What follows belongs to an exercise in optimizing a design on an open flow for small area; a production flow would make more cautious choices. At most, simulation tests tie the RTL to the original design; equivalence was not proved. Only the layout flow was run in runs 8 and 9; the RTL was not checked for function there. The flow treats the clock pin as an ideal source, which a real chip does not have. No activity file was given, so power comes from the tool's default toggle rates.

## config.mk

```make
export PLATFORM = sky130hd
export DESIGN_NAME = top
export DESIGN_NICKNAME = top
export VERILOG_FILES = /design/flow/design.v
export SDC_FILE = /design/flow/constraint.sdc
export NUM_CORES = 4
export LEC_CHECK = 0
export ABC_AREA = 1
export CAP_MARGIN = 20
export CORE_MARGIN = 2
export CORE_UTILIZATION = 40
export SLEW_MARGIN = 20
```

## constraint.sdc

```tcl
create_clock -name core_clock -period 5.0 [get_ports {pclk}]
set_input_delay 1.0000 -clock core_clock [delete_from_list [all_inputs] [get_ports {pclk}]]
set_output_delay 1.0000 -clock core_clock [all_outputs]
set_load 0.01 [all_outputs]
```

## design.v

```verilog
module top
  (
    input               pclk,
    input               presetn,
    input   [31:0]      paddr,
    input   [31:0]      pwdata,
    input               psel,
    input               pwrite,
    input               penable,
    output  [31:0]      prdata
  );
  localparam [31:0] RV1 = 32'h5A5A_5555;
  localparam [31:0] RV2 = 32'h1234_9876;
  localparam [31:0] RV3 = 32'hA5A5_0000;
  localparam [31:0] RV4 = 32'h0000_FFFF;
  reg [3:0]  cntrl;
  reg [31:0] reg1, reg2, reg3, reg4;
  reg        rst1, rst2, rst3, rst4;
  reg [4:0]  sel;
  wire base_ok = ~|paddr[31:5] & ~|paddr[1:0];
  wire [4:0] hit;
  assign hit[0] = base_ok & (paddr[4:2] == 3'd0);
  assign hit[1] = base_ok & (paddr[4:2] == 3'd1);
  assign hit[2] = base_ok & (paddr[4:2] == 3'd2);
  assign hit[3] = base_ok & (paddr[4:2] == 3'd3);
  assign hit[4] = base_ok & (paddr[4:2] == 3'd4);
  wire wr = psel & penable & pwrite;
  always @(posedge pclk) begin
    sel <= hit;
    if (!presetn)
      cntrl <= 4'h0;
    else if (wr & hit[0])
      cntrl <= pwdata[3:0];
    if (wr & hit[1]) reg1 <= pwdata;
    if (wr & hit[2]) reg2 <= pwdata;
    if (wr & hit[3]) reg3 <= pwdata;
    if (wr & hit[4]) reg4 <= pwdata;
    if (!presetn) begin
      rst1 <= 1'b1; rst2 <= 1'b1; rst3 <= 1'b1; rst4 <= 1'b1;
    end else begin
      if (wr & hit[1]) rst1 <= 1'b0;
      if (wr & hit[2]) rst2 <= 1'b0;
      if (wr & hit[3]) rst3 <= 1'b0;
      if (wr & hit[4]) rst4 <= 1'b0;
    end
  end
  wire [31:0] v1 = rst1 ? RV1 : reg1;
  wire [31:0] v2 = rst2 ? RV2 : reg2;
  wire [31:0] v3 = rst3 ? RV3 : reg3;
  wire [31:0] v4 = rst4 ? RV4 : reg4;
  assign prdata = ({32{sel[0]}} & {28'h0, cntrl})
                | ({32{sel[1]}} & v1)
                | ({32{sel[2]}} & v2)
                | ({32{sel[3]}} & v3)
                | ({32{sel[4]}} & v4);
endmodule
```

## run.sh

```bash
#!/bin/bash
# synth_recipe.tcl (not shown) runs the flow's synth.tcl, then flattens the netlist and writes it again
# the make line also repeats each setting of config.mk as NAME=value (left out here)
make -C /OpenROAD-flow-scripts/flow DESIGN_CONFIG=/design/flow/config.mk WORK_HOME=/design/flow/orfs CLKGATE_MAP_FILE= SYNTH_SCRIPT=/design/flow/synth_recipe.tcl finish
```

==> results of run 1 <==
## worst reg2reg max path: cells and delay by family (launching register included)
family	cells	cell delay (ns)
flops	1	0.82
simple gates	2	0.20
## metrics by stage
step,worst slack [ns],instance area [sq um],cells,total power [mW]
after floorplan,0.683,5400,423,1.32
final,1.25,7210,723,2.62
after detailed placement,1.48,6620,691,1.39
after CTS,1.14,7210,723,2.64
after global placement,1.51,6620,691,1.39
after global routing,1.04,7210,723,2.69
## sequential cells by signal, summed over array words and instances (netlist names)
name,count
rst2,1
reg3,32
cntrl,4
rst3,1
reg2,32
rst1,1
reg4,32
sel,5
reg1,32
rst4,1
## placed cells by master (no fill, tap or decap), types with 5 or more instances in the layout
master,count
edfxtp_1,128
nand2_1,100
clkdlybuf4s50_1,100
o21ai_0,38
nand4_1,34
nor2_1,33
inv_1,20
clkbuf_16,17
dfxtp_1,13
o21ai_1,12
buf_4,8
nand3_1,6
inv_2,5
clkinvlp_4,5
## kinds of logic after synthesis
| group | after synthesis | synth area share [%] |
|---|---|---|
| AO/OA/AOI/OAI | 54 | 5.22 |
| flip-flops | 141 | 76.0 |
| AND/OR/NAND/NOR | 186 | 15.5 |
| buffers and inverters | 42 | 3.20 |
## how the worst min path moves through the flow
| stage | startpoint | endpoint | slack [ns] | depth (start not counted) |
|---|---|---|---|---|
| after floorplan | cntrl[3]$_SDFFE_PN0P_ | cntrl[3]$_SDFFE_PN0P_ | 0.49 | 4 |
| after global placement | cntrl[1]$_SDFFE_PN0P_ | cntrl[1]$_SDFFE_PN0P_ | 0.50 | 4 |
| after detailed placement | cntrl[0]$_SDFFE_PN0P_ | cntrl[0]$_SDFFE_PN0P_ | 0.50 | 4 |
| after CTS | cntrl[0]$_SDFFE_PN0P_ | cntrl[0]$_SDFFE_PN0P_ | 0.52 | 4 |
| after global routing | cntrl[1]$_SDFFE_PN0P_ | cntrl[1]$_SDFFE_PN0P_ | 0.55 | 4 |
| final | cntrl[1]$_SDFFE_PN0P_ | cntrl[1]$_SDFFE_PN0P_ | 0.51 | 4 |
## power by group
part	switching, mW	leakage, nW	internal [mW]	total [mW]
logic	0.0296	0.932	0.0499	0.0795
clock network	0.466	0.278	0.787	1.25
registers	0.000000000146	1.25	1.28	1.28
## layout make-up
type                    instances  area (sq um)  share of cell area [%]
clock buffers                  19           433                    6.00
clock inverters                13           166                    2.31
inverters                      26          97.6                    1.35
multi-input cells             240          1130                    15.7
flip-flops and latches        141          4100                    56.9
well taps                     176           220                    3.05
repair buffers                108          1060                    14.7
## metal layers
metal / vias to the layer above / share of wire (%) / track usage [%]
met3: 12 / 5.3 / 4.52
met4: 0 / 0.85 / 5.22
met2: 91 / 51 / 30.6
met1: 1754 / 43 / 23.2
li1: 1742 / - / -
met5: - / 0 / 0
==> metrics.cfg, run 1 <==
[detailed_routing]
first_pass_iters=4
routedWlPerCell_um=17.3
drc=0
detail_route.iter0.violations=286
via_count=3599
drt_wl_total_um=12500
antenna_left=0
vias_per_cell=4.98

[outcome]
outcome=complete, no violations

[floorplanning]
fp.dieArea_sq_um=14400
num_rows=42
start_util_pct=40.9
io_pins=101
fp.dieH_um=120
dieWidth_um=120
core_area_sq_um=13200

[finish]
post-route-util_pct=54.7
nNetsFinal=603
fillerInstances=1096
area_delta_synth_final_pct=33.7
diodes=0
drive_above_1_share_pct=9.69

[worst_setup_path]
cp.required_ns=4.00
reg2reg_from=rst4$_SDFFE_PN1P_
rr_endpoint=rst4$_SDFFE_PN1P_
cp_data_arrival_time_ns=2.75
r2r_cells=2
start_kind=flip-flop
cp.depth=5
timing_worst_setup_path_type=flip-flop to primary output
cp_cell_sequence=inv_2 -> nor2_2 -> a221oi_1 -> nand3_1 -> clkdlybuf4s50_1
crit_end=prdata[3]
crit_buf_inv=2
worstPathMaxFanout=19
slowest_stage=nor2_2
ff2ff_setup_slack_ns=3.92
cp_top_family=simple AND/OR/NAND/NOR gates
critPathMaxStageDelay_ns=0.74
endpoint_kind=primary output
crit_start=sel[2]$_DFF_P_

[flow_run]
max-cap-violations=0

[global_route]
grt_start_max_net_pins=23
grt_remaining_overflow=0
grt_use_total_pct=18.1
antenna_found_initial=0
grt_pass1_wl_um=19500
grt_pass1_vias=3602

[pwr]
p_per_area_nw_per_um2=363
cellLeakagePower_nw=2.46
irDropWorstVdd_mv=0.226

[yosys]
yosysWarnings=1
syn_inst=423
ys_ff_latch=141
syn_area_sq_um=5400
synth_area_per_cell_sq_um=12.8
syn-num-nets=492
yosys-top-cells-count=edfxtp_1 (128), nand2_1 (100), o21ai_0 (38), nand4_1 (34), nor2_1 (34)
yosys.cell_types.count=23
synth_top_area_cell=edfxtp_1
synth-edff-count=128
synth_ff_type=edfxtp_1
synth_top_area_share_pct=71.2
async_reset_ff_share_pct=0
yosys-top-cells-area=edfxtp_1 (71%), nand2_1 (7.0%), dfxtp_1 (4.8%), nand4_1 (3.9%), o21ai_0 (3.5%)
ys_seq_area_share_pct=76.0
synthMostInstantiatedCell=edfxtp_1

[clock_tree]
postCtsResizedCells=0
clk_path_buf_depth=2
cts_root_buffer=clkbuf_16
cts_setup_buffers=0
numCtsBuffers=17
cts_hold_buf=0
clk_pin_slew_worst_paths_ns=0.06
cts.sink_count=141
cts_tree=built
clkLatencyLatePin_ns=0.40
htreeDepth=4

[timing]
fmax_mhz=266
fin_crit_ns=3.75
hold_viol_final=0
slew_headroom_pct=35.4
maxSlewViolCount=0
min_period_over_period_pct=75.1
setup_violations=0
tns_ns=0
worst_pin_slew_ns=0.968
rsz0062_at_grt=false
fin_skew_ns=0
whs_ns=0.514

[placement]
dp_hpwl_um=8230
gp_congestion=0.777
numPortBuffers=100

[hold_path]
hold_class=flip-flop to flip-flop

==> inputs of run 2 (changes only) <==
==> flow/run.sh (new file) <==
#!/bin/bash
# Standard ORFS layout, with two changes: ports are buffered with the
# smallest buffer, and CTS inserts no dummy loads and uses small buffers.
set -euo pipefail
export BUFFER_PORTS_ARGS="-buffer_cell sky130_fd_sc_hd__buf_1"
export CTS_ARGS="-sink_clustering_enable -repair_clock_nets -dont_use_dummy_load -buf_list sky130_fd_sc_hd__clkbuf_4"
bash standard.sh "BUFFER_PORTS_ARGS=$BUFFER_PORTS_ARGS" "CTS_ARGS=$CTS_ARGS" finish > standard_flow.log 2>&1
==> standard.sh (new file) <==
#!/bin/bash
# synth_recipe.tcl (not shown) runs the flow's synth.tcl, then flattens the netlist and writes it again
# the make line also repeats each setting of config.mk as NAME=value (left out here)
make -C /OpenROAD-flow-scripts/flow DESIGN_CONFIG=/design/flow/config.mk WORK_HOME=/design/flow/orfs CLKGATE_MAP_FILE= SYNTH_SCRIPT=/design/flow/synth_recipe.tcl "${@:-finish}"
removed: run.sh
==> metrics.cfg, run 2 <==
[outcome]
outcome=complete, no violations

[clock_tree]
clk_pin_slew_worst_paths_ns=0.10
cts_hold_buf=0
cts_setup_buffers=0
numCtsBuffers=17
htreeDepth=4
clk_path_buf_depth=2
cts.sink_count=141
cts_tree=built
clkLatencyLatePin_ns=0.50
postCtsResizedCells=0
cts_root_buffer=clkbuf_4

[worst_setup_path]
endpoint_kind=primary output
start_kind=flip-flop
worstPathMaxFanout=15
cp_data_arrival_time_ns=2.59
cp.required_ns=4.00
timing_worst_setup_path_type=flip-flop to primary output

[floorplanning]
core_area_sq_um=13200
num_rows=42
io_pins=101
dieWidth_um=120
fp.dieH_um=120
fp.dieArea_sq_um=14400
start_util_pct=40.9

[placement]
numPortBuffers=100
dp_hpwl_um=7410
gp_congestion=0.826

[detailed_routing]
antenna_left=0
drt_wl_total_um=11900
via_count=3534
detail_route.iter0.violations=288
routedWlPerCell_um=16.8
drc=0
vias_per_cell=5.01
first_pass_iters=5

[hold_path]
hold_class=flip-flop to flip-flop

[global_route]
grt_pass1_vias=3587
antenna_found_initial=0
grt_pass1_wl_um=18700
grt_use_total_pct=17.3
grt_start_max_net_pins=33
grt_remaining_overflow=0

[yosys]
yosys-top-cells-area=edfxtp_1 (71%), nand2_1 (7.0%), dfxtp_1 (4.8%), nand4_1 (3.9%), o21ai_0 (3.5%)
synth_fa_ha_area_share_pct=0
ys_seq_area_share_pct=76.0
yosys-top-cells-count=edfxtp_1 (128), nand2_1 (100), o21ai_0 (38), nand4_1 (34), nor2_1 (34)
synth_area_per_cell_sq_um=12.8
synth_ff_type=edfxtp_1
synth_top_area_share_pct=71.2
synth_top_family_by_area=simple AND/OR/NAND/NOR gates
synthMostInstantiatedCell=edfxtp_1
synth_top_area_cell=edfxtp_1
synth_xor_area_share_pct=0
syn_inst=423
syn-num-nets=492
async_reset_ff_share_pct=0
yosysWarnings=1
synth-edff-count=128
ys_ff_latch=141
synth-simple-area-share_pct=15.5
synth_compound_area_share_pct=5.22
synthMuxAreaShare_pct=0
yosys.cell_types.count=23
syn_area_sq_um=5400

[timing]
min_period_over_period_pct=71.9
rsz0062_at_grt=false
slew_headroom_pct=39.9
maxSlewViolCount=0
setup_violations=0
worst_pin_slew_ns=0.900
hold_viol_final=0
fin_crit_ns=3.59
whs_ns=0.521
fin_skew_ns=0
tns_ns=0
fmax_mhz=278

[finish]
area_delta_synth_final_pct=13.2
final_cell_mix=edfxtp_1 (128), nand2_1 (100), buf_1 (100)
layout_commonest_cell=edfxtp_1
diodes=0
drive_above_1_share_pct=7.17
nNetsFinal=601

[pwr]
cellLeakagePower_nw=2.00
p_per_area_nw_per_um2=295
irDropWorstVdd_mv=0.133

[flow_run]
max-cap-violations=0

==> run 2: per-stage QoR <==
step	utilization [%]	cell area [sq um]	worst slack (ns)	power, mW	cells
floorplan	-	5400	0.683	1.32	423
global placement	45.3	5970	1.95	1.35	689
detailed placement	45.3	5980	1.94	1.35	689
CTS	46.3	6110	1.41	1.82	706
global route	46.3	6110	1.19	1.87	706
finish	46.3	6110	1.41	1.80	706
==> run 2: path summary, 6_finish.rpt <==
path                         startpoint               endpoint  slack (ns)  cells past startpoint
setup / recovery         sel[4]$_DFF_P_             prdata[17]        1.41                      6
hold / removal    cntrl[3]$_SDFFE_PN0P_  cntrl[3]$_SDFFE_PN0P_        0.52                      4
setup reg to reg      rst4$_SDFFE_PN1P_      rst4$_SDFFE_PN1P_        3.94                      2
hold reg to reg   cntrl[3]$_SDFFE_PN0P_  cntrl[3]$_SDFFE_PN0P_        0.52                      4
==> run 2: layout make-up <==
| type | count | area (sq um) |
|---|---|---|
| clock buffers | 17 | 128 |
| fillers | 1250 | 7080 |
| inverters | 26 | 97.6 |
| multi-input cells | 240 | 1140 |
| flip-flops and latches | 141 | 4100 |
| well taps | 176 | 220 |
| repair buffers | 106 | 420 |
==> run 2: report_power, final <==
| group | internal, mW | leakage (nW) | total [mW] | switching [mW] |
|---|---|---|---|---|
| Clock | 0.156 | 0.0782 | 0.479 | 0.324 |
| Sequential | 1.28 | 1.25 | 1.28 | 0.000000000151 |
| Combinational | 0.0152 | 0.664 | 0.0431 | 0.0280 |
| Total | 1.45 | 2.00 | 1.80 | 0.352 |
==> run 2: cell families (layout without fill, tap and decap cells) <==
logic type	after synthesis	in the layout
AND/OR/NAND/NOR	186	186
flip-flops	141	141
AO/OA/AOI/OAI	54	54
buffers and inverters	42	149
==> run 2: critical path, cell delays in order, from the launching register on <==
cell and delay (ns):
dfxtp_1 0.76, inv_2 0.09, nor2_1 0.62, buf_4 0.31, nand2_1 0.07, nand4_1 0.09
buf_1 0.16
==> run 2: metal layers <==
| layer | GRT usage [%] | share of wire [%] | vias up |
|---|---|---|---|
| li1 | - | - | 1726 |
| met1 | 23.1 | 45 | 1703 |
| met2 | 28.1 | 49 | 103 |
| met3 | 4.37 | 6.2 | 2 |
| met4 | 5.37 | 0.31 | 0 |
| met5 | 0 | 0 | - |
==> inputs of run 3 (changes only) <==
==> flow/run.sh (replaced) <==
#!/bin/bash
# Standard ORFS layout with three changes: ABC maps for area with flow/area.abc
# (registers untouched), ports are buffered with the smallest buffer, and CTS
# inserts no dummy loads and uses small buffers.
set -euo pipefail
export AREA_ABC_SCRIPT="$PWD/flow/area.abc"
export BUFFER_PORTS_ARGS="-buffer_cell sky130_fd_sc_hd__buf_1"
export CTS_ARGS="-sink_clustering_enable -repair_clock_nets -dont_use_dummy_load -buf_list sky130_fd_sc_hd__clkbuf_4"
bash standard.sh "SYNTH_SCRIPT=$PWD/flow/synth.tcl" "BUFFER_PORTS_ARGS=$BUFFER_PORTS_ARGS" "CTS_ARGS=$CTS_ARGS" finish > standard_flow.log 2>&1
==> flow/area.abc (new file) <==
strash
&get -n
&dch
&nf -R 1000
&put
mfs2
strash
&get -n
&dch
&nf -R 1000
&put
==> flow/synth.tcl (new file) <==
proc synth {args} { yosys synth -nofsm -noshare {*}$args }
# Same as synth_recipe.tcl, except that ABC maps with flow/area.abc.
proc abc {args} {
  set i [lsearch -exact $args -script]
  if { $i >= 0 } {
    set args [lreplace $args [expr {$i + 1}] [expr {$i + 1}] $::env(AREA_ABC_SCRIPT)]
  }
  yosys abc {*}$args
}
source $::env(SCRIPTS_DIR)/synth.tcl
# left out here: clear keep_hierarchy, flatten, clean up, hide names made inside functions, write 1_2_yosys.v
==> metrics.cfg, run 3 <==
[yosys]
async_reset_ff_share_pct=0
syn_inst=323
yosys-top-cells-count=edfxtp_1 (128), o21ai_0 (61), nand2_1 (32), nand3_1 (17), a22oi_1 (15)
syn-num-nets=392
synth-edff-count=128
yosys-top-cells-area=edfxtp_1 (76%), o21ai_0 (6.0%), dfxtp_1 (5.1%), nand2_1 (2.4%), a22oi_1 (2.2%)
synth_top_area_share_pct=75.7
synth_top_area_cell=edfxtp_1
synthMostInstantiatedCell=edfxtp_1
syn_area_sq_um=5080
yosysWarnings=1
yosys.cell_types.count=16
synth_area_per_cell_sq_um=15.7
synth_ff_type=edfxtp_1
ys_ff_latch=141
ys_seq_area_share_pct=80.8

[pwr]
irDropWorstVdd_mv=0.108
p_per_area_nw_per_um2=303
p_total_mw=1.79
cellLeakagePower_nw=1.85

[timing]
fmax_mhz=273
maxSlewViolCount=0
fin_skew_ns=0
fin_crit_ns=3.66
worst_pin_slew_ns=1.01
rsz0062_at_grt=false
setup_ws_ns=1.34
min_period_over_period_pct=73.2
setup_violations=0
slew_headroom_pct=32.4
hold_viol_final=0
tns_ns=0

[clock_tree]
cts_hold_buf=0
clkLatencyLatePin_ns=0.50
clk_pin_slew_worst_paths_ns=0.09
cts_setup_buffers=0
numCtsBuffers=17
htreeDepth=4
clk_path_buf_depth=2
cts_root_buffer=clkbuf_4
cts_tree=built
postCtsResizedCells=0
cts.sink_count=141

[global_route]
grt_use_met2_pct=30.8
grt_start_max_net_pins=23
globalRouteMet3Util_pct=4.88
grt_use_total_pct=18.2
grt_pass1_vias=3385
antenna_found_initial=0
grt_remaining_overflow=0
met1_usage_pct=22.6
grt.busiest_layer=met2
grt_pass1_wl_um=17900

[worst_setup_path]
endpoint_kind=primary output
cp.required_ns=4.00
start_kind=flip-flop
timing_worst_setup_path_type=flip-flop to primary output
cp_data_arrival_time_ns=2.66
worstPathMaxFanout=19

[hold_path]
hold_class=flip-flop to flip-flop

[detailed_routing]
via_count=3275
antenna_left=0
drc=0
detail_route.iter0.violations=214
routedWlPerCell_um=18.5
vias_per_cell=5.27
drt_wl_total_um=11500
first_pass_iters=5

[outcome]
outcome=complete, no violations

[floorplanning]
start_util_pct=40.6
fp.dieArea_sq_um=13600
num_rows=41
core_area_sq_um=12500
dieWidth_um=117
io_pins=101
fp.dieH_um=117

[finish]
post-route-util_pct=47.3
area_delta_synth_final_pct=16.6
drive_above_1_share_pct=7.33
fillerInstances=1156
diodes=0
layout_commonest_cell=edfxtp_1
seqCellArea_sq_um=4100
multi_input_area_sq_um=982
final_cell_mix=edfxtp_1 (128), buf_1 (100), o21ai_0 (61)
nNetsFinal=521

[placement]
pre_cts_slack_ns=1.46
numPortBuffers=100
gp_congestion=0.777
dp_hpwl_um=7260

[flow_run]
max-cap-violations=0

run 3: changes by cell type after synthesis, sizes merged, moves of 10 or more:
cell / previous run / this run
nand2: 100 / 32
nor2: 38 / 3
nand4: 36 / 9
inv: 25 / 0
a22oi: 0 / 15
o21ai: 50 / 61
nand3: 7 / 17
run 3: through the flow:
step	hold slack, ns	cell area [sq um]	std cells
2_1_floorplan	0.504	5090	323
4_1_cts	0.557	5920	622
3_3_place_gp	0.520	5790	605
5_1_grt	0.607	5920	622
6_report	0.552	5920	622
3_5_place_dp	0.527	5790	605
run 3: power by group:
group | internal [mW] | switching (mW) | total [mW] | leakage [nW]
registers | 1.28 | 0.000000000137 | 1.28 | 1.25
logic | 0.0134 | 0.0232 | 0.0366 | 0.520
clock network | 0.156 | 0.321 | 0.477 | 0.0782
run 3: cells by family (layout without fill, tap and decap cells):
kind of cell           after synthesis  in the layout  share of synthesized area (%)
AND/OR/NAND/NOR                     81             81                           7.74
buffers and inverters               10            137                          0.740
flip-flops                         141            141                           80.8
AO/OA/AOI/OAI                       91             91                           10.7
run 3: worst paths after layout:
kind	startpoint	to	slack, ns	cells past startpoint
setup / recovery	sel[2]$_DFF_P_	prdata[17]	1.34	4
hold / removal	cntrl[2]$_SDFFE_PN0P_	cntrl[2]$_SDFFE_PN0P_	0.55	2
setup reg to reg	rst4$_SDFFE_PN1P_	rst4$_SDFFE_PN1P_	3.85	2
hold reg to reg	cntrl[2]$_SDFFE_PN0P_	cntrl[2]$_SDFFE_PN0P_	0.55	2
run 3: critical path, stage by stage, from the launching register on:
cell,delay (ns)
dfxtp_1,0.68
nor2b_2,0.92
a222oi_1,0.27
nand2_1,0.13
buf_1,0.16
run 3: area by class of cell:
class | instances | area share, %
inverters | 10 | 0.634
repair buffers | 110 | 7.61
clock buffers | 17 | 2.16
well taps | 172 | 3.64
multi-input cells | 172 | 16.6
flip-flops and latches | 141 | 69.4
run 3: layer usage:
layer	wire length [um]	vias to the layer above
met5	0	-
met2	5910	115
met3	607	6
met1	4920	1607
li1	-	1547
met4	88	0
==> inputs of run 4 (changes only) <==
--- a/config.mk
+++ b/config.mk
@@ -8,5 +8,5 @@
 export ABC_AREA = 1
 export CAP_MARGIN = 20
 export CORE_MARGIN = 2
-export CORE_UTILIZATION = 40
+export CORE_UTILIZATION = 70
 export SLEW_MARGIN = 20
==> metrics.cfg, run 4 <==
[pwr]
p_sw_mw=0.339
p_int_mw=1.45
p_per_area_nw_per_um2=307
switching_share_pct=18.9
irDropWorstVdd_mv=0.201
pwr-share-clk_pct=26.3
p_total_mw=1.79
cellLeakagePower_nw=1.84
p_seq_share_pct=71.6
p_comb_share_pct=2.1

[floorplanning]
fp.dieArea_sq_um=7950
dieWidth_um=89.2
io_pins=101
core_area_sq_um=7140
fp.dieH_um=89.2
start_util_pct=71.1
num_rows=31

[yosys]
syn_inst=323
syn_area_sq_um=5080
async_reset_ff_share_pct=0
ys_ff_latch=141
syn-num-nets=392
yosys-top-cells-count=edfxtp_1 (128), o21ai_0 (61), nand2_1 (32), nand3_1 (17), a22oi_1 (15)
yosys.cell_types.count=16
yosysWarnings=1
synthMostInstantiatedCell=edfxtp_1
synth_top_area_share_pct=75.7
synth_top_area_cell=edfxtp_1
synth-edff-count=128
synth_ff_type=edfxtp_1
yosys-top-cells-area=edfxtp_1 (76%), o21ai_0 (6.0%), dfxtp_1 (5.1%), nand2_1 (2.4%), a22oi_1 (2.2%)
ys_seq_area_share_pct=80.8
synth_area_per_cell_sq_um=15.7

[clock_tree]
clkLatencyLatePin_ns=0.47
cts_hold_buf=0
cts_setup_buffers=0
postCtsResizedCells=0
numCtsBuffers=17
htreeDepth=4
cts_root_buffer=clkbuf_4
cts.sink_count=141
clk_pin_slew_worst_paths_ns=0.08
clk_path_buf_depth=2
cts_tree=built

[global_route]
grt_start_max_net_pins=34
grt_remaining_overflow=0
grt_use_total_pct=28.4
grt_pass1_vias=3188
grt_pass1_wl_um=15800
antenna_found_initial=0

[hold_path]
hold_class=flip-flop to flip-flop
hold_end=cntrl[3]$_SDFFE_PN0P_
hold_depth=2
min_from=cntrl[3]$_SDFFE_PN0P_

[placement]
dpl_cell_area_sq_um=5700
gp_congestion=0.830
numPortBuffers=100
dp_hpwl_um=6800

[timing]
slew_headroom_pct=30.1
whs_ns=0.552
fin_crit_ns=3.63
fin_skew_ns=0
setup_violations=0
rsz0062_at_grt=false
hold_viol_final=0
fmax_mhz=276
tns_ns=0
maxSlewViolCount=0
min_period_over_period_pct=72.5
worst_pin_slew_ns=1.05

[worst_setup_path]
worstPathMaxFanout=17
cp_data_arrival_time_ns=2.63
r2r_cells=2
reg2reg_from=rst4$_SDFFE_PN1P_
ff2ff_setup_slack_ns=3.87
cp.required_ns=4.00
timing_worst_setup_path_type=flip-flop to primary output
endpoint_kind=primary output
crit_start=sel[4]$_DFF_P_
rr_endpoint=rst4$_SDFFE_PN1P_
start_kind=flip-flop

[detailed_routing]
drc=0
antenna_left=0
detail_route.iter0.violations=373
drt_wl_total_um=10700
routedWlPerCell_um=19.6
via_count=3376
first_pass_iters=5
vias_per_cell=6.19

[finish]
drive_above_1_share_pct=6.28
layout_commonest_cell=edfxtp_1
area_delta_synth_final_pct=15.0
diodes=0
final_cell_mix=edfxtp_1 (128), buf_1 (100), o21ai_0 (61)
nNetsFinal=517
finish.instance_area_sq_um=5840

[flow_run]
max-cap-violations=0

[outcome]
outcome=complete, no violations

run 4: cell count changes in the layout (fill, tap and decap cells not counted), sizes merged:
cell,change
buf,-4
run 4: final cells by class:
cell class,instances,area [sq um]
multi-input cells,172,985
fillers,397,1300
flip-flops and latches,141,4100
repair buffers,106,458
inverters,10,37.5
clock buffers,17,128
well taps,99,124
run 4: worst max-delay path by stage:
stage | slack (ns) | endpoint | cells past startpoint
global route | 1.20 | prdata[21] | 5
finish | 1.37 | prdata[18] | 5
CTS | 1.32 | prdata[21] | 5
detailed placement | 1.36 | reg1[24]$_DFFE_PP_ | 7
global placement | 1.45 | reg1[31]$_DFFE_PP_ | 7
floorplan | 0.31 | reg3[0]$_DFFE_PP_ | 5
run 4: through the flow:
| stage | setup slack, ns | cells | util [%] |
|---|---|---|---|
| floorplan | 0.315 | 323 | - |
| global placement | 1.45 | 528 | 79.9 |
| detailed placement | 1.36 | 528 | 79.9 |
| CTS | 1.32 | 545 | 81.7 |
| global route | 1.20 | 545 | 81.8 |
| finish | 1.37 | 545 | 81.8 |
run 4: power groups by stage:
stage	clock, mW	combinational, mW	sequential, mW
floorplan	0	0.00332	1.31
global placement	0	0.0345	1.31
detailed placement	0	0.0370	1.31
CTS	0.477	0.0371	1.28
global route	0.511	0.0415	1.28
finish	0.470	0.0374	1.28
run 4: cells by family after synthesis:
| group | Yosys count | share of synthesized area, % |
|---|---|---|
| flops | 141 | 80.8 |
| compound gates | 91 | 10.7 |
| simple gates | 81 | 7.74 |
| buf+inv | 10 | 0.740 |
run 4: metal layers:
layer	GRT usage (%)	up-vias	routed length [um]
li1	-	1540	-
met3	6.74	14	779
met1	37.5	1656	4260
met4	9.36	0	127
met2	47.3	166	5530
met5	0	-	0
run 4: critical path: stages, from the launching register on:
cell and delay (ns):
dfxtp_1 0.71, nor2b_1 0.75, buf_4 0.31, a22oi_1 0.10, nand3_1 0.11, buf_1 0.16
==> inputs of run 5 (changes only) <==
--- a/flow/run.sh
+++ b/flow/run.sh
@@ -5,5 +5,5 @@
 set -euo pipefail
 export AREA_ABC_SCRIPT="$PWD/flow/area.abc"
 export BUFFER_PORTS_ARGS="-buffer_cell sky130_fd_sc_hd__buf_1"
-export CTS_ARGS="-sink_clustering_enable -repair_clock_nets -dont_use_dummy_load -buf_list sky130_fd_sc_hd__clkbuf_4"
+export CTS_ARGS="-sink_clustering_enable -repair_clock_nets -dont_use_dummy_load -buf_list sky130_fd_sc_hd__clkbuf_8 -sink_clustering_size 40 -sink_clustering_max_diameter 300"
 bash standard.sh "SYNTH_SCRIPT=$PWD/flow/synth.tcl" "BUFFER_PORTS_ARGS=$BUFFER_PORTS_ARGS" "CTS_ARGS=$CTS_ARGS" finish > standard_flow.log 2>&1
--- a/config.mk
+++ b/config.mk
@@ -8,5 +8,5 @@
 export ABC_AREA = 1
 export CAP_MARGIN = 20
 export CORE_MARGIN = 2
-export CORE_UTILIZATION = 70
+export CORE_UTILIZATION = 40
 export SLEW_MARGIN = 20
==> metrics.cfg, run 5 <==
[outcome]
outcome=complete, no violations

[finish]
nNetsFinal=521
final_cell_mix=edfxtp_1 (128), buf_1 (100), o21ai_0 (61)
layout_commonest_cell=edfxtp_1
fin_cells=622
finish.instance_area_sq_um=6020
diodes=0
drive_above_1_share_pct=7.33
area_delta_synth_final_pct=18.7

[detailed_routing]
via_count=3304
vias_per_cell=5.31
detail_route.iter0.violations=238
routedWlPerCell_um=18.8
drt_wl_total_um=11700
first_pass_iters=4
drc=0
antenna_left=0

[yosys]
yosys-top-cells-area=edfxtp_1 (76%), o21ai_0 (6.0%), dfxtp_1 (5.1%), nand2_1 (2.4%), a22oi_1 (2.2%)
synthMostInstantiatedCell=edfxtp_1
ys_ff_latch=141
yosys.cell_types.count=16
synth-edff-count=128
async_reset_ff_share_pct=0
ys_seq_area_share_pct=80.8
syn-num-nets=392
synth_top_area_cell=edfxtp_1
synth_top_area_share_pct=75.7
yosys-top-cells-count=edfxtp_1 (128), o21ai_0 (61), nand2_1 (32), nand3_1 (17), a22oi_1 (15)
synth_area_per_cell_sq_um=15.7
synth_ff_type=edfxtp_1
yosysWarnings=1
syn_area_sq_um=5080
syn_inst=323

[floorplanning]
start_util_pct=40.6
fp.dieArea_sq_um=13600
dieWidth_um=117
fp.dieH_um=117
io_pins=101
core_area_sq_um=12500
num_rows=41

[timing]
fin_crit_ns=3.68
setup_violations=0
rsz0062_at_grt=false
fin_skew_ns=0
worst_pin_slew_ns=1.12
fmax_mhz=272
slew_headroom_pct=25.0
min_period_over_period_pct=73.6
maxSlewViolCount=0
hold_viol_final=0
tns_ns=0

[worst_setup_path]
start_kind=flip-flop
slowest_stage=nor2b_2
cp.required_ns=4.00
timing_worst_setup_path_type=flip-flop to primary output
worstPathMaxFanout=19
cp_data_arrival_time_ns=2.68
cp_top_family=simple AND/OR/NAND/NOR gates
endpoint_kind=primary output
cp_cell_sequence=nor2b_2 -> a222oi_1 -> nand2_1 -> buf_1
critPathMaxStageDelay_ns=0.99
crit_buf_inv=1

[clock_tree]
cts_setup_buffers=0
cts.sink_count=141
cts_hold_buf=0
numCtsBuffers=17
cts_root_buffer=clkbuf_8
clk_pin_slew_worst_paths_ns=0.07
clkLatencyLatePin_ns=0.43
htreeDepth=4
clk_path_buf_depth=2
cts_tree=built
postCtsResizedCells=0

[placement]
placedCellCount=605
gp_congestion=0.777
dp_hpwl_um=7260
numPortBuffers=100
dpl_cell_area_sq_um=5790

[global_route]
grt_remaining_overflow=0
grt_use_total_pct=18.1
grt_pass1_vias=3387
grt_pass1_wl_um=17800
antenna_found_initial=0
grt_start_max_net_pins=23

[hold_path]
hold_class=flip-flop to flip-flop

[pwr]
p_per_area_nw_per_um2=326
cellLeakagePower_nw=1.90
irDropWorstVdd_mv=0.117

[flow_run]
max-cap-violations=0

run 5: cell counts after synthesis:
No cell type changed its count.
run 5: routing by layer:
layer	share of wire, %	vias up	global-route usage, %
li1	-	1544	-
met1	43	1624	22.4
met2	50	119	30.7
met3	6.0	17	4.72
met4	1.5	0	6.82
met5	0	-	0
run 5: cells by family (layout without fill, tap and decap cells):
logic type	count (synthesis)	count (layout)	synth area share (%)
buffers and inverters	10	137	0.740
AND/OR/NAND/NOR	81	81	7.74
AO/OA/AOI/OAI	91	91	10.7
flip-flops	141	141	80.8
run 5: area by class of cell:
cell class	count	area (sq um)
repair buffers	110	450
clock buffers	17	234
multi-input cells	172	982
inverters	10	37.5
fillers	1138	6490
well taps	172	215
flip-flops and latches	141	4100
run 5: where the power goes:
| group | switching, mW | internal [mW] |
|---|---|---|
| Sequential | 0.000000000139 | 1.28 |
| Clock | 0.344 | 0.299 |
| Combinational | 0.0234 | 0.0134 |
| Total | 0.368 | 1.60 |
run 5: final timing paths:
check                             start                    end  slack (ns)  depth (start not counted)
setup / recovery         sel[2]$_DFF_P_             prdata[17]        1.32                          4
hold / removal    cntrl[0]$_SDFFE_PN0P_  cntrl[0]$_SDFFE_PN0P_        0.55                          2
setup reg to reg      rst1$_SDFFE_PN1P_      rst1$_SDFFE_PN1P_        3.86                          2
hold reg to reg   cntrl[0]$_SDFFE_PN0P_  cntrl[0]$_SDFFE_PN0P_        0.55                          2
run 5: stage by stage:
step           setup slack (ns)  hold slack [ns]  util (%)  power [mW]
6_report                   1.32            0.547      48.1        1.96
5_1_grt                    1.23            0.596      48.1        2.02
4_1_cts                    1.36            0.549      48.1        1.98
3_5_place_dp               1.46            0.527      46.3        1.35
3_3_place_gp               1.52            0.520      46.3        1.34
2_1_floorplan             0.315            0.504         -        1.31
run 5: tightest hold or removal path, stage by stage (launching register included):
cell     delay, ns
dfxtp_1       0.33
o21ai_0       0.08
a21oi_1       0.10
==> inputs of run 6 (changes only) <==
--- a/design.v
+++ b/design.v
@@ -1,3 +1,39 @@
+module apb_rsel
+  (
+    input       [4:1]  sel,
+    input       [4:1]  rst,
+    output      [4:1]  a,
+    output      [15:0] pm
+  );
+  wire [4:1] b = sel & rst;
+  assign a = sel & ~rst;
+  genvar m;
+  generate
+    for (m = 0; m < 16; m = m + 1) begin : g_pm
+      assign pm[m] = |(b & m[3:0]);
+    end
+  endgenerate
+endmodule
+module apb_rbit
+  (
+    input  [4:1] a,
+    input  [4:1] r,
+    input        p,
+    output       y
+  );
+  assign y = |(a & r) | p;
+endmodule
+module apb_rbitc
+  (
+    input  [4:1] a,
+    input  [4:1] r,
+    input        p,
+    input        c,
+    input        cv,
+    output       y
+  );
+  assign y = |(a & r) | p | (c & cv);
+endmodule
 module top
   (
     input               pclk,
@@ -9,10 +45,6 @@
     input               penable,
     output  [31:0]      prdata
   );
-  localparam [31:0] RV1 = 32'h5A5A_5555;
-  localparam [31:0] RV2 = 32'h1234_9876;
-  localparam [31:0] RV3 = 32'hA5A5_0000;
-  localparam [31:0] RV4 = 32'h0000_FFFF;
   reg [3:0]  cntrl;
   reg [31:0] reg1, reg2, reg3, reg4;
   reg        rst1, rst2, rst3, rst4;
@@ -44,13 +76,25 @@
       if (wr & hit[4]) rst4 <= 1'b0;
     end
   end
-  wire [31:0] v1 = rst1 ? RV1 : reg1;
-  wire [31:0] v2 = rst2 ? RV2 : reg2;
-  wire [31:0] v3 = rst3 ? RV3 : reg3;
-  wire [31:0] v4 = rst4 ? RV4 : reg4;
-  assign prdata = ({32{sel[0]}} & {28'h0, cntrl})
-                | ({32{sel[1]}} & v1)
-                | ({32{sel[2]}} & v2)
-                | ({32{sel[3]}} & v3)
-                | ({32{sel[4]}} & v4);
+  localparam [31:0] RV1 = 32'h5A5A_5555;
+  localparam [31:0] RV2 = 32'h1234_9876;
+  localparam [31:0] RV3 = 32'hA5A5_0000;
+  localparam [31:0] RV4 = 32'h0000_FFFF;
+  wire [4:1]  a;
+  wire [15:0] pm;
+  apb_rsel u_rsel (.sel(sel[4:1]), .rst({rst4, rst3, rst2, rst1}), .a(a), .pm(pm));
+  wire [31:0] p;
+  genvar i;
+  generate
+    for (i = 0; i < 32; i = i + 1) begin : g_rd
+      assign p[i] = pm[{RV4[i], RV3[i], RV2[i], RV1[i]}];
+      if (i < 4) begin : g_c
+        apb_rbitc u_bit (.a(a), .r({reg4[i], reg3[i], reg2[i], reg1[i]}), .p(p[i]),
+                         .c(sel[0]), .cv(cntrl[i]), .y(prdata[i]));
+      end else begin : g_r
+        apb_rbit u_bit (.a(a), .r({reg4[i], reg3[i], reg2[i], reg1[i]}), .p(p[i]),
+                        .y(prdata[i]));
+      end
+    end
+  endgenerate
 endmodule
==> flow/run.sh (replaced) <==
#!/bin/bash
# Standard ORFS layout with these changes: ABC maps for area with
# flow/area.abc (registers untouched), ports are buffered with the smallest
# buffer, CTS inserts no dummy loads and uses small buffers, and after CTS a
# clock buffer with slow sink slews is upsized (flow/post_cts.tcl).
set -euo pipefail
export AREA_ABC_SCRIPT="$PWD/flow/area.abc"
export BUFFER_PORTS_ARGS="-buffer_cell sky130_fd_sc_hd__buf_1"
export CTS_ARGS="-sink_clustering_enable -repair_clock_nets -dont_use_dummy_load -buf_list sky130_fd_sc_hd__clkbuf_4"
export POST_CTS_TCL="$PWD/flow/post_cts.tcl"
bash standard.sh "SYNTH_SCRIPT=$PWD/flow/synth.tcl" "BUFFER_PORTS_ARGS=$BUFFER_PORTS_ARGS" \
  "CTS_ARGS=$CTS_ARGS" "POST_CTS_TCL=$POST_CTS_TCL" finish > standard_flow.log 2>&1
==> flow/post_cts.tcl (new file) <==
set_propagated_clock [all_clocks]
estimate_parasitics -placement
set n_up 0
foreach inst [get_cells clkbuf_*] {
  if { [get_property $inst ref_name] ne "sky130_fd_sc_hd__clkbuf_4" } { continue }
  set worst 0
  foreach out [get_pins -of_objects $inst -filter "direction==output"] {
    foreach p [get_pins -of_objects [get_nets -of_objects $out] -filter "direction==input"] {
      set s [get_property $p slew_max]
      if { $s > $worst } { set worst $s }
    }
  }
  if { $worst > 0.095 } {
    puts "post_cts: [get_full_name $inst] sink slew $worst, using clkbuf_8"
    replace_cell $inst sky130_fd_sc_hd__clkbuf_8
    incr n_up
  }
}
puts "post_cts: upsized $n_up clock buffers"
if { $n_up > 0 } {
  detailed_placement
  check_placement -verbose
}
--- a/config.mk
+++ b/config.mk
@@ -6,7 +6,9 @@
 export NUM_CORES = 4
 export LEC_CHECK = 0
 export ABC_AREA = 1
-export CAP_MARGIN = 20
+export CAP_MARGIN = 5
 export CORE_MARGIN = 2
 export CORE_UTILIZATION = 40
-export SLEW_MARGIN = 20
+export GPL_TIMING_DRIVEN = 0
+export SLEW_MARGIN = 5
+export SYNTH_HIERARCHICAL = 1
==> metrics.cfg, run 6 <==
[outcome]
outcome=complete, no violations

[worst_setup_path]
slowest_stage=nor3_2
critPathMaxStageDelay_ns=0.74
endpoint_kind=flip-flop
crit_buf_inv=3
cp_cell_sequence=buf_1 -> nor4_1 -> nand3_1 -> nor4_1 -> nand2_1 -> nor3_2 -> buf_6 -> buf_6
r2r_cells=2
reg2reg_from=rst2$_SDFFE_PN1P_
rr_endpoint=rst2$_SDFFE_PN1P_
timing_worst_setup_path_type=input port to flip-flop
start_kind=input port
cp_top_family=simple AND/OR/NAND/NOR gates
cp.required_ns=5.09
worstPathMaxFanout=10
cp_data_arrival_time_ns=3.35
ff2ff_setup_slack_ns=4.27

[floorplanning]
io_pins=101
start_util_pct=41.4
fp.dieArea_sq_um=13500
fp.dieH_um=116
core_area_sq_um=12200
dieWidth_um=116
num_rows=40

[pwr]
p_sw_mw=0.340
p_int_mw=1.50
switching_share_pct=18.4
pwr-share-clk_pct=28.5
p_per_area_nw_per_um2=304
irDropWorstVdd_mv=0.117
p_seq_share_pct=69.5
p_comb_share_pct=1.9
cellLeakagePower_nw=1.97

[timing]
fmax_mhz=306
slew_headroom_pct=40.0
min_period_over_period_pct=65.3
worst_pin_slew_ns=0.898
hold_viol_final=0
setup_ws_ns=1.74
fin_skew_ns=0
maxSlewViolCount=0
fin_crit_ns=3.26
setup_violations=0
rsz0062_at_grt=false

[placement]
placedCellCount=586
pre_cts_slack_ns=1.28
numPortBuffers=100
dpl_cell_area_sq_um=5900
gp_congestion=0.727
dp_hpwl_um=7330

[yosys]
syn_area_sq_um=5040
yosysWarnings=7
syn_inst=305
syn-num-nets=374
synth_area_per_cell_sq_um=16.5

[finish]
finish.instance_area_sq_um=6070
diodes=0
nNetsFinal=506
area_delta_synth_final_pct=20.5
final_cell_mix=edfxtp_1 (128), buf_1 (100), nand2_1 (37)
drive_above_1_share_pct=8.74
seqCellArea_sq_um=4100
fillerInstances=1072
fin_cells=603
multi_input_area_sq_um=948
layout_commonest_cell=edfxtp_1

[detailed_routing]
vias_per_cell=5.35
drc=0
detail_route.iter0.violations=250
routedWlPerCell_um=18.6
via_count=3225
first_pass_iters=4
antenna_left=0
drt_wl_total_um=11200

[clock_tree]
cts.sink_count=141
clk_pin_slew_worst_paths_ns=0.07
clkLatencyLatePin_ns=0.40
cts_tree=built

[global_route]
grt_remaining_overflow=0
antenna_found_initial=0
grt_start_max_net_pins=33
grt_pass1_wl_um=17100
grt_use_total_pct=17.6
grt_pass1_vias=3246

[hold_path]
hold_end=rst1$_SDFFE_PN1P_
hold_depth=2
hold_class=flip-flop to flip-flop
min_from=rst1$_SDFFE_PN1P_

[flow_run]
max-cap-violations=0

run 6: cell type report:
cell class | instances | area share [%]
Clock buffer | 17 | 2.72
Tap cell | 168 | 3.46
Inverter | 15 | 0.928
Multi-Input combinational cell | 149 | 15.6
Sequential cell | 141 | 67.6
Timing Repair Buffer | 113 | 9.61
run 6: worst max path at each step:
stage | depth (start not counted) | start | endpoint | slack [ns]
after floorplan | 5 | paddr[26] | reg3[0]$_DFFE_PP_ | 0.31
after global placement | 6 | paddr[22] | reg3[31]$_DFFE_PP_ | -1.68
after detailed placement | 8 | paddr[22] | reg3[27]$_DFFE_PP_ | 1.28
after global routing | 8 | paddr[22] | reg3[30]$_DFFE_PP_ | 1.38
final | 8 | paddr[22] | reg3[30]$_DFFE_PP_ | 1.74
run 6: power by group through the flow:
stage,Sequential (mW),Clock [mW],Combinational [mW]
finish,1.28,0.526,0.0358
global route,1.28,0.595,0.0405
detailed placement,1.31,0,0.0360
global placement,1.31,0,0.0325
floorplan,1.31,0,0.00332
run 6: metrics by stage:
stage               total power, mW  setup TNS [ns]  util [%]  hold WS (ns)
finish                         1.84               0      49.9         0.511
detailed placement             1.34               0      48.5         0.499
global route                   1.92               0      49.9         0.549
floorplan                      1.31               0         -         0.455
global placement               1.34         -123.38      46.3         0.464
run 6: worst min-delay path, stage by stage (launching register included):
cell and delay (ns):
dfxtp_1 0.35, clkinv_1 0.05, o21ai_0 0.07
run 6: layer usage:
layer  up-vias  track usage, %  wire (um)
met2       135            28.5       5560
met3        13            5.45        796
met5         -               0          0
li1       1509               -          -
met4         0            5.32        114
met1      1568            22.9       4770
==> inputs of run 7 (changes only) <==
--- a/config.mk
+++ b/config.mk
@@ -6,9 +6,8 @@
 export NUM_CORES = 4
 export LEC_CHECK = 0
 export ABC_AREA = 1
-export CAP_MARGIN = 5
+export CAP_MARGIN = 20
 export CORE_MARGIN = 2
 export CORE_UTILIZATION = 40
-export GPL_TIMING_DRIVEN = 0
-export SLEW_MARGIN = 5
+export SLEW_MARGIN = 20
 export SYNTH_HIERARCHICAL = 1
==> metrics.cfg, run 7 <==
[placement]
numPortBuffers=100
dp_hpwl_um=6950
gp_congestion=0.708
dpl_cell_area_sq_um=5750

[floorplanning]
fp.dieH_um=116
start_util_pct=41.4
dieWidth_um=116
core_area_sq_um=12200
io_pins=101
fp.dieArea_sq_um=13500
num_rows=40

[finish]
nNetsFinal=501
seqCellArea_sq_um=4100
finish.instance_area_sq_um=5920
post-route-util_pct=48.7
final_cell_mix=edfxtp_1 (128), buf_1 (100), nand2_1 (37)
layout_commonest_cell=edfxtp_1
fillerInstances=1090
multi_input_area_sq_um=928
drive_above_1_share_pct=7.67
diodes=0
area_delta_synth_final_pct=17.6

[pwr]
cellLeakagePower_nw=1.92
p_sw_mw=0.346
p_per_area_nw_per_um2=315
switching_share_pct=18.6
p_comb_share_pct=2.0
pwr-share-clk_pct=29.4
irDropWorstVdd_mv=0.132
p_seq_share_pct=68.7
p_int_mw=1.52

[worst_setup_path]
cp_data_arrival_time_ns=2.22
critPathMaxStageDelay_ns=0.71
start_kind=flip-flop
timing_worst_setup_path_type=flip-flop to primary output
worstPathMaxFanout=17
cp_top_family=simple AND/OR/NAND/NOR gates
slowest_stage=nor2b_2
cp_cell_sequence=nor2b_2 -> buf_4 -> a222oi_1 -> nand2_1 -> buf_1
cp.required_ns=4.00
crit_buf_inv=2
endpoint_kind=primary output

[timing]
slew_headroom_pct=39.8
maxSlewViolCount=0
min_period_over_period_pct=64.4
fin_skew_ns=0
setup_violations=0
fin_crit_ns=3.22
rsz0062_at_grt=false
worst_pin_slew_ns=0.896
hold_viol_final=0
tns_ns=0
fmax_mhz=311

[global_route]
met1_usage_pct=22.3
globalRouteMet3Util_pct=5.24
grt_pass1_vias=3171
antenna_found_initial=0
grt_use_met2_pct=27.4
grt.busiest_layer=met2
grt_use_total_pct=17.1
grt_start_max_net_pins=34
grt_remaining_overflow=0
grt_pass1_wl_um=16700

[detailed_routing]
via_count=3154
routedWlPerCell_um=18.1
detail_route.iter0.violations=273
drt_wl_total_um=10800
antenna_left=0
vias_per_cell=5.27
drc=0
first_pass_iters=8

[outcome]
outcome=complete, no violations

[yosys]
syn_inst=305
synth_area_per_cell_sq_um=16.5
syn-num-nets=374
yosysWarnings=7
syn_area_sq_um=5040

[clock_tree]
cts.sink_count=141
cts_tree=built
clk_pin_slew_worst_paths_ns=0.09
clkLatencyLatePin_ns=0.41

[flow_run]
max-cap-violations=0

[hold_path]
hold_class=flip-flop to flip-flop

[run 7: per-stage QoR]
stage / instances / worst slack, ns / hold WS [ns] / total power [mW]
floorplan: 305 / 0.315 / 0.455 / 1.31
global placement: 581 / 1.57 / 0.475 / 1.34
detailed placement: 581 / 1.44 / 0.484 / 1.35
global route: 598 / 1.57 / 0.517 / 1.94
finish: 598 / 1.78 / 0.498 / 1.87
[run 7: metal layers]
layer | routed length [um] | vias to the layer above
met1 | 4520 | 1495
met5 | 0 | -
met4 | 121 | 0
met2 | 5240 | 152
li1 | - | 1496
met3 | 918 | 11
[run 7: worst min-delay path, stage by stage (launching register included)]
cell	delay (ns)
dfxtp_1	0.34
clkinv_1	0.04
o21ai_0	0.07
[run 7: worst paths after layout]
check | startpoint | endpoint | slack (ns) | cells past startpoint
setup reg to reg | cntrl[2]$_SDFFE_PN0P_ | cntrl[2]$_SDFFE_PN0P_ | 4.31 | 2
setup / recovery | sel[2]$_DFF_P_ | prdata[27] | 1.78 | 5
hold / removal | rst3$_SDFFE_PN1P_ | rst3$_SDFFE_PN1P_ | 0.50 | 2
hold reg to reg | rst3$_SDFFE_PN1P_ | rst3$_SDFFE_PN1P_ | 0.50 | 2
[run 7: power by group through the flow]
| stage | Combinational, mW | Sequential, mW | Clock (mW) |
|---|---|---|---|
| final | 0.0369 | 1.28 | 0.548 |
| after global routing | 0.0423 | 1.28 | 0.616 |
| after detailed placement | 0.0375 | 1.31 | 0 |
| after global placement | 0.0358 | 1.31 | 0 |
| after floorplan | 0.00332 | 1.31 | 0 |
[run 7: layout make-up]
class,instances,area share [%]
clock buffers,17,3.00
inverters,15,0.950
multi-input cells,149,15.7
flip-flops and latches,141,69.3
well taps,168,3.55
repair buffers,108,7.56
==> inputs of run 8 (changes only) <==
--- a/design.v
+++ b/design.v
@@ -2,17 +2,24 @@
   (
     input       [4:1]  sel,
     input       [4:1]  rst,
-    output      [4:1]  a,
+    output      [4:1]  an,
     output      [15:0] pm
   );
   wire [4:1] b = sel & rst;
-  assign a = sel & ~rst;
+  assign an = ~(sel & ~rst);
   genvar m;
   generate
     for (m = 0; m < 16; m = m + 1) begin : g_pm
       assign pm[m] = |(b & m[3:0]);
     end
   endgenerate
+endmodule
+module apb_inv
+  (
+    input  a,
+    output y
+  );
+  assign y = ~a;
 endmodule
 module apb_rbit
   (
@@ -57,32 +64,42 @@
   assign hit[3] = base_ok & (paddr[4:2] == 3'd3);
   assign hit[4] = base_ok & (paddr[4:2] == 3'd4);
   wire wr = psel & penable & pwrite;
+  wire [4:1] wen_n = ~({4{wr}} & hit[4:1]);
+  wire [4:1] we;
+  apb_inv u_we1 (.a(wen_n[1]), .y(we[1]));
+  apb_inv u_we2 (.a(wen_n[2]), .y(we[2]));
+  apb_inv u_we3 (.a(wen_n[3]), .y(we[3]));
+  apb_inv u_we4 (.a(wen_n[4]), .y(we[4]));
   always @(posedge pclk) begin
     sel <= hit;
     if (!presetn)
       cntrl <= 4'h0;
     else if (wr & hit[0])
       cntrl <= pwdata[3:0];
-    if (wr & hit[1]) reg1 <= pwdata;
-    if (wr & hit[2]) reg2 <= pwdata;
-    if (wr & hit[3]) reg3 <= pwdata;
-    if (wr & hit[4]) reg4 <= pwdata;
+    if (we[1]) reg1 <= pwdata;
+    if (we[2]) reg2 <= pwdata;
+    if (we[3]) reg3 <= pwdata;
+    if (we[4]) reg4 <= pwdata;
     if (!presetn) begin
       rst1 <= 1'b1; rst2 <= 1'b1; rst3 <= 1'b1; rst4 <= 1'b1;
     end else begin
-      if (wr & hit[1]) rst1 <= 1'b0;
-      if (wr & hit[2]) rst2 <= 1'b0;
-      if (wr & hit[3]) rst3 <= 1'b0;
-      if (wr & hit[4]) rst4 <= 1'b0;
+      if (we[1]) rst1 <= 1'b0;
+      if (we[2]) rst2 <= 1'b0;
+      if (we[3]) rst3 <= 1'b0;
+      if (we[4]) rst4 <= 1'b0;
     end
   end
   localparam [31:0] RV1 = 32'h5A5A_5555;
   localparam [31:0] RV2 = 32'h1234_9876;
   localparam [31:0] RV3 = 32'hA5A5_0000;
   localparam [31:0] RV4 = 32'h0000_FFFF;
-  wire [4:1]  a;
+  wire [4:1]  an, a;
   wire [15:0] pm;
-  apb_rsel u_rsel (.sel(sel[4:1]), .rst({rst4, rst3, rst2, rst1}), .a(a), .pm(pm));
+  apb_rsel u_rsel (.sel(sel[4:1]), .rst({rst4, rst3, rst2, rst1}), .an(an), .pm(pm));
+  apb_inv u_a1 (.a(an[1]), .y(a[1]));
+  apb_inv u_a2 (.a(an[2]), .y(a[2]));
+  apb_inv u_a3 (.a(an[3]), .y(a[3]));
+  apb_inv u_a4 (.a(an[4]), .y(a[4]));
   wire [31:0] p;
   genvar i;
   generate
--- a/flow/post_cts.tcl
+++ b/flow/post_cts.tcl
@@ -6,11 +6,12 @@
   set worst 0
   foreach out [get_pins -of_objects $inst -filter "direction==output"] {
     foreach p [get_pins -of_objects [get_nets -of_objects $out] -filter "direction==input"] {
+      if { [get_property $p is_register_clock] ne "1" } { continue }
       set s [get_property $p slew_max]
       if { $s > $worst } { set worst $s }
     }
   }
-  if { $worst > 0.095 } {
+  if { $worst > 0.108 } {
     puts "post_cts: [get_full_name $inst] sink slew $worst, using clkbuf_8"
     replace_cell $inst sky130_fd_sc_hd__clkbuf_8
     incr n_up
==> metrics.cfg, run 8 <==
[outcome]
outcome=complete, no violations

[floorplanning]
io_pins=101
fp.dieH_um=116
start_util_pct=40.6
fp.dieArea_sq_um=13600
dieWidth_um=116
num_rows=41
core_area_sq_um=12500

[clock_tree]
cts.sink_count=141
clkLatencyLatePin_ns=0.50
cts_tree=built
clk_pin_slew_worst_paths_ns=0.08

[worst_setup_path]
critPathMaxStageDelay_ns=0.52
slowest_stage=clkinv_1
cp_data_arrival_time_ns=2.49
worstPathMaxFanout=17
start_kind=flip-flop
endpoint_kind=primary output
cp_cell_sequence=nand2b_1 -> clkinv_1 -> buf_16 -> a222oi_1 -> nand2_1 -> buf_1
cp_top_family=buffers and inverters
cp.required_ns=4.00
crit_buf_inv=3
timing_worst_setup_path_type=flip-flop to primary output

[finish]
area_delta_synth_final_pct=16.4
drive_above_1_share_pct=5.72
post-route-util_pct=47.2
diodes=0
fillerInstances=1113
nNetsFinal=508
finish.instance_area_sq_um=5890
layout_commonest_cell=edfxtp_1
final_cell_mix=edfxtp_1 (128), buf_1 (100), nand2_1 (42)

[placement]
dp_hpwl_um=6940
pre_cts_slack_ns=1.50
dpl_cell_area_sq_um=5750
numPortBuffers=100
gp_congestion=0.703

[hold_path]
hold_class=flip-flop to flip-flop

[global_route]
antenna_found_initial=0
grt_remaining_overflow=0
grt_pass1_vias=3286
grt_start_max_net_pins=34
grt_pass1_wl_um=17100
grt_use_total_pct=17.1

[detailed_routing]
first_pass_iters=5
routedWlPerCell_um=18.0
drt_wl_total_um=11000
antenna_left=0
drc=0
via_count=3224
detail_route.iter0.violations=297
vias_per_cell=5.29

[pwr]
cellLeakagePower_nw=1.97
irDropWorstVdd_mv=0.101
p_per_area_nw_per_um2=305

[timing]
rsz0062_at_grt=false
setup_ws_ns=1.51
fin_crit_ns=3.49
tns_ns=0
slew_headroom_pct=35.8
hold_viol_final=0
maxSlewViolCount=0
setup_violations=0
fmax_mhz=286
min_period_over_period_pct=69.8
worst_pin_slew_ns=0.957
fin_skew_ns=0

[flow_run]
max-cap-violations=0

[yosys]
syn-num-nets=381
syn_inst=312
synth_area_per_cell_sq_um=16.2
syn_area_sq_um=5060
yosysWarnings=7

## run 8: path summary, 6_finish.rpt
check        slack, ns               endpoint  cells past startpoint                   from
max               1.51             prdata[25]                      6      rst1$_SDFFE_PN1P_
min               0.48      rst1$_SDFFE_PN1P_                      2      rst1$_SDFFE_PN1P_
max reg2reg       4.33  cntrl[0]$_SDFFE_PN0P_                      2  cntrl[0]$_SDFFE_PN0P_
min reg2reg       0.48      rst1$_SDFFE_PN1P_                      2      rst1$_SDFFE_PN1P_
## run 8: layer usage
| layer | track usage [%] | share of wire (%) |
|---|---|---|
| met1 | 22.8 | 45 |
| met2 | 27.0 | 48 |
| met3 | 6.12 | 6.6 |
| met4 | 4.37 | 0.71 |
| met5 | 0 | 0 |
## run 8: where the power goes
part           internal, mW   switching (mW)
sequential             1.28  0.0000000000482
combinational        0.0130           0.0204
clock                 0.172            0.312
total                  1.47            0.332
## run 8: final cells by class
type,count,area (sq um),area share [%]
clock buffer,17,140,2.38
multi-input combinational,154,891,15.1
tap,172,215,3.65
sequential,141,4100,69.7
inverter,17,63.8,1.08
timing repair buffer,108,475,8.07
## run 8: worst register-to-register path, cell delays in order (launching register included)
cell and delay [ns]:
dfxtp_1 0.33, o21ai_0 0.19, nor2_1 0.05
## run 8: metrics by stage
step / std cells / power, mW / hold WS (ns)
finish: 609 / 1.80 / 0.480
floorplan: 312 / 1.31 / 0.450
detailed placement: 592 / 1.34 / 0.473
global route: 609 / 1.88 / 0.531
global placement: 590 / 1.34 / 0.461
==> inputs of run 9 (changes only) <==
==> flow/synth.tcl (replaced) <==
proc synth {args} { yosys synth -nofsm -noshare {*}$args }
# Same as synth_recipe.tcl, except that ABC maps with flow/area.abc, and the
# inverters of apb_inv are sized up (below).
proc abc {args} {
  set i [lsearch -exact $args -script]
  if { $i >= 0 } {
    set args [lreplace $args [expr {$i + 1}] [expr {$i + 1}] $::env(AREA_ABC_SCRIPT)]
  }
  yosys abc {*}$args
}
source $::env(SCRIPTS_DIR)/synth.tcl
# The inverters of apb_inv drive a whole register's enables or read selects:
# give them the double-strength inverter, which has the same area.
chtype -set sky130_fd_sc_hd__inv_2 apb_inv/t:sky130_fd_sc_hd__clkinv_1 apb_inv/t:sky130_fd_sc_hd__inv_1
# left out here: clear keep_hierarchy, flatten, clean up, hide names made inside functions, write 1_2_yosys.v
==> metrics.cfg, run 9 <==
[pwr]
p_total_mw=1.81
p_per_area_nw_per_um2=312
cellLeakagePower_nw=1.95
irDropWorstVdd_mv=0.141

[placement]
dpl_cell_area_sq_um=5650
dp_hpwl_um=6400
pre_cts_slack_ns=1.54
placedCellCount=584
numPortBuffers=100
gp_congestion=0.703

[finish]
fillerInstances=1156
drive_above_1_share_pct=5.83
finish.instance_area_sq_um=5790
final_cell_mix=edfxtp_1 (128), buf_1 (100), nand2_1 (42)
nNetsFinal=500
diodes=0
area_delta_synth_final_pct=14.4
fin_cells=601
post-route-util_pct=46.4
layout_commonest_cell=edfxtp_1

[floorplanning]
core_area_sq_um=12500
fp.dieArea_sq_um=13600
fp.dieH_um=116
num_rows=41
io_pins=101
dieWidth_um=116
start_util_pct=40.6

[yosys]
syn_inst=312
yosysWarnings=7
syn_area_sq_um=5060
syn-num-nets=381
synth_area_per_cell_sq_um=16.2

[global_route]
grt_use_total_pct=17.0
grt_pass1_wl_um=16700
antenna_found_initial=0
grt_pass1_vias=3305
grt_remaining_overflow=0
grt_start_max_net_pins=34

[timing]
setup_ws_ns=1.92
hold_viol_final=0
slew_headroom_pct=42.6
whs_ns=0.483
worst_pin_slew_ns=0.859
min_period_over_period_pct=61.7
setup_violations=0
fmax_mhz=324
fin_skew_ns=0
fin_crit_ns=3.08
tns_ns=0
maxSlewViolCount=0
rsz0062_at_grt=false

[worst_setup_path]
critPathMaxStageDelay_ns=0.52
slowest_stage=inv_2
timing_worst_setup_path_type=flip-flop to primary output
start_kind=flip-flop
endpoint_kind=primary output
cp_cell_sequence=nand2b_1 -> inv_2 -> a222oi_1 -> nand2_1 -> buf_1
cp_data_arrival_time_ns=2.08
worstPathMaxFanout=32
cp.required_ns=4.00

[detailed_routing]
drc=0
routedWlPerCell_um=18.2
vias_per_cell=5.33
drt_wl_total_um=10900
via_count=3206
detail_route.iter0.violations=239
first_pass_iters=5
antenna_left=0

[clock_tree]
cts.sink_count=141
cts_tree=built
clk_pin_slew_worst_paths_ns=0.10
clkLatencyLatePin_ns=0.51

[outcome]
outcome=complete, no violations

[flow_run]
max-cap-violations=0

[hold_path]
hold_class=flip-flop to flip-flop

==> run 9: changes by cell type in the layout (fill, tap and decap cells not counted) <==
cell,delta
clkinv_1,-8
buf_4,-6
buf_16,-2
inv_2,+8
==> run 9: area by class of cell <==
cell class | instances | area [sq um] | share of cell area (%)
multi-input cells | 154 | 891 | 15.4
clock buffers | 17 | 140 | 2.42
flip-flops and latches | 141 | 4100 | 70.9
repair buffers | 100 | 375 | 6.48
well taps | 172 | 215 | 3.72
inverters | 17 | 63.8 | 1.10
==> run 9: final timing paths <==
check                                      startpoint                     to  slack (ns)  depth (start not counted)
worst max-delay path                rst1$_SDFFE_PN1P_             prdata[25]        1.92                          5
worst min-delay path                rst1$_SDFFE_PN1P_      rst1$_SDFFE_PN1P_        0.48                          2
worst max register to register  cntrl[1]$_SDFFE_PN0P_  cntrl[1]$_SDFFE_PN0P_        4.30                          2
worst min register to register      rst1$_SDFFE_PN1P_      rst1$_SDFFE_PN1P_        0.48                          2
==> run 9: critical path: cells and delay by family (launching register included) <==
family          cells  cell delay (ns)
buf+inv             2             0.69
simple gates        2             0.30
compound gates      1             0.24
flops               1             0.33
==> run 9: metal layers <==
layer  vias up  GRT usage (%)  share of wire (%)
met5         -              0                  0
met4         0           5.00               0.62
met1      1577           21.5                 43
li1       1492              -                  -
met2       131           28.2                 49
met3         6           5.50                7.5
==> run 9: power by group <==
part | leakage [nW] | internal [mW] | switching, mW
registers | 1.25 | 1.28 | 0.0000000000483
clock network | 0.0834 | 0.172 | 0.319
logic | 0.614 | 0.0130 | 0.0206
total | 1.95 | 1.47 | 0.340

[port drivers added, routing unchanged]
In the flow no input, the clock included, has a driving cell. The finished layouts below were timed again as built, in two steps.
Step 1 assumes that a clkbuf_16 drives the clock port and a buf_2 every other input.
Step 2 moves the port delays by t, midway between the first and last clock arrival at a register: inputs arrive t later, outputs are due t later. That takes back most of the time a late clock gives input paths.
a / b / c = ideal / step 1 / step 2; a / b = the first two.
run	t (ns)	setup WS [ns]	hold WS [ns]	worst slew at a driven data input, ns	cell pins on the clock port's net
run 1	0.443	1.246 / 1.206 / 1.484	0.514 / 0.514 / 0.514	0.05	1
run 2	0.520	1.406 / 1.376 / 1.897	0.521 / 0.521 / 0.521	0.05	1
run 3	0.524	1.342 / 1.312 / 1.460	0.552 / 0.552 / 0.552	0.06	1
run 4	0.522	1.375 / 1.345 / 1.364	0.552 / 0.552 / 0.552	0.05	1
run 5	0.451	1.319 / 1.287 / 1.464	0.547 / 0.547 / 0.547	0.06	1
run 6	0.417	1.737 / 1.749 / 1.332	0.511 / 0.511 / 0.511	0.06	1
run 7	0.431	1.780 / 1.747 / 1.485	0.498 / 0.498 / 0.498	0.05	1
run 8	0.523	1.509 / 1.477 / 1.514	0.480 / 0.480 / 0.480	0.04	1
run 9	0.530	1.917 / 1.886 / 1.550	0.483 / 0.483 / 0.483	0.04	1
After both steps setup and hold are still met in every run listed. For run 6, which loses most, drivers alone change the setup slack by +0.012 ns; drivers and shift together by -0.405 ns.
